This is an optimization exercise on Yosys and OpenROAD, whose aim is small area, not a production implementation.
Where RTL was checked, it was by simulation tests only, not by an equivalence proof against the original.
The clock port is modelled as an ideal driver, which makes a skipped or thinned clock tree look cheaper than it is; a real chip needs a root buffer or a tree.
Power and IR drop assume default switching activity.

Design sync_fifo_sp, start of the top module:
module sync_fifo_sp #(
	parameter W_WIDTH = 32,
	parameter R_WIDTH = 8,
	parameter DEPTH   = 24
)(
	input                          clk,
	input                          rst_n,
	input                          wr_en,
	input      [W_WIDTH-1:0]       din,
	input                          rd_en,
	output     [R_WIDTH-1:0]       dout,
	output                         wfull,
	output                         rempty,
	output reg [$clog2(DEPTH):0]   fifo_cnt
);
export LEC_CHECK = 0
export CAP_MARGIN = 20
export CORE_MARGIN = 2
export CORE_UTILIZATION = 60
export CTS_BUF_LIST = sky130_fd_sc_hd__clkbuf_2 sky130_fd_sc_hd__clkbuf_4
export CTS_CLUSTER_SIZE = 20
export PLACE_DENSITY = 0.7
export SLEW_MARGIN = 20
export SYNTH_HIERARCHICAL = 1
export SYNTH_MINIMUM_KEEP_SIZE = 0
create_clock -name core_clock -period 5.0 [get_ports {clk}]
run.sh (not shown) runs the stock make flow with config.mk's settings and CLKGATE_MAP_FILE= SYNTH_SCRIPT=/design/flow/synth_recipe.tcl, a recipe that flattens the netlist after the stock synthesis.
The starting point finished but failed the layout checks on negative setup slack.
Edit:
CORE_UTILIZATION = 50   (was 60)
CTS_BUF_LIST = sky130_fd_sc_hd__clkbuf_4 sky130_fd_sc_hd__clkbuf_8   (was sky130_fd_sc_hd__clkbuf_2 sky130_fd_sc_hd__clkbuf_4)
CTS_CLUSTER_SIZE = default   (was 20)
PLACE_DENSITY = 0.6   (was 0.7)
Effect:
- The changed run ran to the end with violations: negative setup slack
- first-iteration DRC count came out lower by 17%
- register-to-register slack got worse by 0.10 ns
- setup slack gains 0.063 ns
- maximum frequency grows by 1.3%
- critical path depth goes down by 1
- utilization falls by 12 points
- power went up by 1.6%
- worst hold slack gets worse by 0.27 ns
- clock power went up by 9.8%
- area after synthesis stays the same
- sequential share of layout area barely changes
No run of this note included a check of the RTL's function; only the layout flow was run.

========
run A:
sync_fifo_sp, a different RTL version from the one above (not shown whole).
Size in the first run: ~2200 cells after synthesis, about 52 I/O pins, ~27000 µm² of cells after synthesis.
Settings: LEC_CHECK=0, CAP_MARGIN=20, CORE_MARGIN=2, CORE_UTILIZATION=75, PLACE_DENSITY=0.85, SLEW_MARGIN=20, SYNTH_HIERARCHICAL=1, SYNTH_MINIMUM_KEEP_SIZE=0; clock period 5.0 ns.
standard.sh (not shown) runs the stock make flow with config.mk's settings and CLKGATE_MAP_FILE= SYNTH_SCRIPT=/design/flow/synth_recipe.tcl, a recipe that flattens the netlist after the stock synthesis.
==> flow/flow/run.sh <==
#!/bin/bash
# The standard layout (bash standard.sh), with two changes:
#  - the clock tree is built by cts_tree.tcl (sourced as the PRE_CTS hook, it
#    replaces clock_tree_synthesis): flip-flops split by recursive bisection
#    into groups of CTREE_LEAF_SIZE, each driven by one inverter, the leaf
#    inverters grouped under mid-level inverters, all under one root buffer;
#  - port buffers of the smallest buffer cell (repair may still resize them).
set -euo pipefail
cd "$(dirname "$0")/.."
export PRE_CTS_TCL="$PWD/flow/cts_tree.tcl"
export CTREE_LEAF_CELL=sky130_fd_sc_hd__inv_8
export CTREE_LEAF_SIZE=22
export CTREE_MID_CELL=sky130_fd_sc_hd__inv_12
export CTREE_MID_SIZE=12
export CTREE_ROOT_CELL=sky130_fd_sc_hd__clkbuf_16
export BUFFER_PORTS_ARGS="-buffer_cell sky130_fd_sc_hd__buf_1"
bash standard.sh > standard.log 2>&1
==> flow/flow/cts_tree.tcl <==
# Clock tree built in place of clock_tree_synthesis (sourced as the PRE_CTS hook).
# The flip-flops are split by recursive bisection of their placement into compact
# groups of at most CTS_LEAF_SIZE; each group gets one leaf buffer at its centre.
# The leaf buffers are grouped the same way under mid-level buffers, which a
# single root buffer next to the clock port's load centre drives. Every register
# sees the same number of buffer levels.

proc ctree_env {name default} {
  if {[info exists ::env($name)] && $::env($name) ne ""} { return $::env($name) }
  return $default
}

proc ctree_bisect {items maxn} {
  set n [llength $items]
  if {$n <= $maxn} { return [list $items] }
  set g [expr {($n + $maxn - 1) / $maxn}]
  set g1 [expr {$g / 2}]
  set k [expr {int(round(double($n) * $g1 / $g))}]
  set xs [lmap it $items {lindex $it 0}]
  set ys [lmap it $items {lindex $it 1}]
  set dx [expr {[tcl::mathfunc::max {*}$xs] - [tcl::mathfunc::min {*}$xs]}]
  set dy [expr {[tcl::mathfunc::max {*}$ys] - [tcl::mathfunc::min {*}$ys]}]
  set axis [expr {$dx >= $dy ? 0 : 1}]
  set sorted [lsort -integer -index $axis $items]
  return [concat [ctree_bisect [lrange $sorted 0 [expr {$k - 1}]] $maxn] \
                 [ctree_bisect [lrange $sorted $k end] $maxn]]
}

proc ctree_centre {items} {
  set sx 0; set sy 0
  foreach it $items { set sx [expr {$sx + [lindex $it 0]}]; set sy [expr {$sy + [lindex $it 1]}] }
  set n [llength $items]
  return [list [expr {$sx / $n}] [expr {$sy / $n}]]
}

proc ctree_buffer {block master name x y innet outnet} {
  set inst [odb::dbInst_create $block $master $name]
  set w [$master getWidth]; set h [$master getHeight]
  $inst setLocation [expr {int($x - $w / 2)}] [expr {int($y - $h / 2)}]
  $inst setPlacementStatus PLACED
  [$inst findITerm A] connect $innet
  set out [$inst findITerm X]
  if {$out eq "NULL" || $out eq ""} { set out [$inst findITerm Y] }
  $out connect $outnet
  return $inst
}

proc clock_tree_synthesis {args} {
  set db [ord::get_db]
  set block [ord::get_db_block]
  set leaf_master [$db findMaster [ctree_env CTREE_LEAF_CELL sky130_fd_sc_hd__clkbuf_4]]
  set mid_master  [$db findMaster [ctree_env CTREE_MID_CELL sky130_fd_sc_hd__clkbuf_8]]
  set root_master [$db findMaster [ctree_env CTREE_ROOT_CELL sky130_fd_sc_hd__clkbuf_16]]
  set leaf_size [ctree_env CTREE_LEAF_SIZE 16]
  set mid_size  [ctree_env CTREE_MID_SIZE 8]

  set clknet [$block findNet clk]
  set sinks {}
  foreach it [$clknet getITerms] {
    set inst [$it getInst]
    set box [$inst getBBox]
    lappend sinks [list [expr {([$box xMin] + [$box xMax]) / 2}] \
                        [expr {([$box yMin] + [$box yMax]) / 2}] $it]
  }
  puts "ctree: [llength $sinks] clock sinks"

  # leaves
  set leaves {}
  set i 0
  foreach grp [ctree_bisect $sinks $leaf_size] {
    lassign [ctree_centre $grp] cx cy
    set net [odb::dbNet_create $block "clknet_leaf_$i"]
    $net setSigType CLOCK
    foreach s $grp { set it [lindex $s 2]; $it disconnect; $it connect $net }
    lappend leaves [list $cx $cy $i]
    incr i
  }
  # mid level (none when CTREE_MID_SIZE is 0: the root drives the leaves)
  set rootnet [odb::dbNet_create $block "clknet_root"]
  $rootnet setSigType CLOCK
  if {$mid_size == 0} {
    foreach l $leaves {
      lassign $l lx ly li
      ctree_buffer $block $leaf_master "clkbuf_leaf_$li" $lx $ly $rootnet [$block findNet "clknet_leaf_$li"]
    }
    lassign [ctree_centre $leaves] cx cy
    ctree_buffer $block $root_master "clkbuf_root" $cx $cy $clknet $rootnet
    puts "ctree: [llength $leaves] leaf buffers, 1 root buffer"
    global_connect
    set_propagated_clock [all_clocks]
    return
  }
  set mids {}
  set j 0
  foreach grp [ctree_bisect $leaves $mid_size] {
    lassign [ctree_centre $grp] cx cy
    set net [odb::dbNet_create $block "clknet_mid_$j"]
    $net setSigType CLOCK
    foreach l $grp {
      lassign $l lx ly li
      ctree_buffer $block $leaf_master "clkbuf_leaf_$li" $lx $ly $net [$block findNet "clknet_leaf_$li"]
    }
    ctree_buffer $block $mid_master "clkbuf_mid_$j" $cx $cy $rootnet $net
    lappend mids [list $cx $cy $j]
    incr j
  }
  lassign [ctree_centre $mids] cx cy
  ctree_buffer $block $root_master "clkbuf_root" $cx $cy $clknet $rootnet
  puts "ctree: [llength $leaves] leaf buffers, [llength $mids] mid buffers, 1 root buffer"
  global_connect
  set_propagated_clock [all_clocks]
}
[inputs] run B vs run A
--- a/flow/flow/run.sh
+++ b/flow/flow/run.sh
@@ -12,5 +12,5 @@
 export CTREE_LEAF_SIZE=22
 export CTREE_MID_CELL=sky130_fd_sc_hd__inv_12
-export CTREE_MID_SIZE=12
+export CTREE_MID_SIZE=5
 export CTREE_ROOT_CELL=sky130_fd_sc_hd__clkbuf_16
 export BUFFER_PORTS_ARGS="-buffer_cell sky130_fd_sc_hd__buf_1"
==> run notes <==
Looking at class of the tightest hold or removal check, the reg2reg result is from run A; the in2async one comes from run B.
In run B, the highest achievable clock rate came out 1.4% below the value in run A.
As far as number of gates resized after cts is concerned, run B and run A perform about the same.
Taking run A as the reference, in run B number of vias per cell essentially unchanged, met2 wire length shows no meaningful change, worst setup slack decreased by 0.067 ns relative to the old numbers, global routing usage on met3 increased by 0.47 points relative to the old numbers.
Relative to run A, clock group share of total power increased by 0.7 points in run B.
Measured against each other, run B and run A differ in global-route usage, the higher figure coming from run B.
Compared with run A, total power in run B increased slightly.
Compared with run A, in run B design area rose about 0.34%, placement row count held.
diff inputs: run B => run C
--- a/flow/flow/run.sh
+++ b/flow/flow/run.sh
@@ -10,5 +10,5 @@
 export PRE_CTS_TCL="$PWD/flow/cts_tree.tcl"
 export CTREE_LEAF_CELL=sky130_fd_sc_hd__inv_8
-export CTREE_LEAF_SIZE=22
+export CTREE_LEAF_SIZE=20
 export CTREE_MID_CELL=sky130_fd_sc_hd__inv_12
 export CTREE_MID_SIZE=5
## What came out
Each of the runs, namely run B and run C, reached the end of the flow and came out clean.
Between run B and run C, the difference in average wire length per cell after detail routing is negligible.
Clock power: lower on run B
Run C vs. run B: part of the total power dissipated in sequential elements went down by 0.4 points.
Run C vs run B on power density over the cells: run C is the higher one.
Between run C and run B, the cell count does not differ in any meaningful way.
In every run of this note, the design's own scripts or RTL, not TritonCTS, make the clock network.

========
Another version of the RTL of sync_fifo_sp (not shown whole).
Size: ~2,200 cells after synthesis, about 800 flip-flops, about 52 I/O pins, about 28,000 µm² of cells after synthesis.
export LEC_CHECK = 0
export CAP_MARGIN = 20
export CORE_MARGIN = 2
export CORE_UTILIZATION = 55
export CTS_BUF_LIST = sky130_fd_sc_hd__clkbuf_8
export CTS_CLUSTER_DIAMETER = 50
export CTS_CLUSTER_SIZE = 16
export PLACE_DENSITY = 0.65
export SLEW_MARGIN = 20
export SYNTH_HIERARCHICAL = 1
export SYNTH_MINIMUM_KEEP_SIZE = 0
create_clock -name core_clock -period 5.0 [get_ports {clk}]
==> flow/flow/run.sh <==
#!/bin/bash
# The standard layout (bash standard.sh), with two changes:
#  - clock tree synthesis without dummy loads on the clock tree;
#  - port buffers of the smallest buffer cell (repair may still resize them).
set -euo pipefail
cd "$(dirname "$0")/.."
export CTS_ARGS="-sink_clustering_enable -repair_clock_nets -buf_list sky130_fd_sc_hd__clkbuf_8 -sink_clustering_size 16 -sink_clustering_max_diameter 50 -dont_use_dummy_load"
export BUFFER_PORTS_ARGS="-buffer_cell sky130_fd_sc_hd__buf_1"
bash standard.sh > standard.log 2>&1
Edit:
==> flow/run.sh (new file) <==
#!/bin/bash
# synth_recipe.tcl (not shown) runs the flow's synth.tcl, then flattens the netlist and writes it again
# the make line also repeats each setting of config.mk as NAME=value (left out here)
make -C /OpenROAD-flow-scripts/flow DESIGN_CONFIG=/design/flow/config.mk WORK_HOME=/design/flow/orfs CLKGATE_MAP_FILE= SYNTH_SCRIPT=/design/flow/synth_recipe.tcl finish
removed: flow/flow/run.sh
removed: flow/standard.sh
The new run produced a clean layout.
Total power increases by 3.3%.
Wire length fell by 1.2%.
Non-clock buffer count rose by 7.

-- re-timing with driven ports --
In the flow no input, the clock included, has a driving cell. The finished layouts below were timed again as built, in two steps. Step 1 assumes that a clkbuf_16 drives the clock port and a buf_2 every other input. Step 2, shift: input delay + t, output delay - t, t = (earliest + latest rising clock arrival at the registers) / 2. This alone moves slack from input paths to output paths. a / b / c = ideal ports / drivers / drivers and shift; a / b = the first two.
run	t, ns	setup WS [ns]	worst setup path at the end	clock arrival spread, ns	worst data-port slew with drivers (ns)
the first run of note 1	1.123	-0.088 / -0.145 / 0.978	register to output	0.076 / 0.076	0.04
the second run of note 1	0.865	-0.025 / -0.084 / 0.780	register to output	0.037 / 0.037	0.03
run A	0.533	0.319 / 0.260 / 0.793	register to output	0.015 / 0.014	0.08
run B	0.611	0.252 / 0.196 / 0.806	register to output	0.034 / 0.035	0.08
run C	0.613	0.279 / 0.221 / 0.833	register to output	0.015 / 0.015	0.09
the first run of note 3	0.704	1.222 / 1.222 / 1.222	register to register	0.077 / 0.078	0.03
the second run of note 3	0.720	1.425 / 1.411 / 1.278	input to register	0.029 / 0.030	0.04
For the second run of note 3, which loses most, drivers alone change the setup slack by -0.014 ns; drivers and shift together by -0.147 ns.
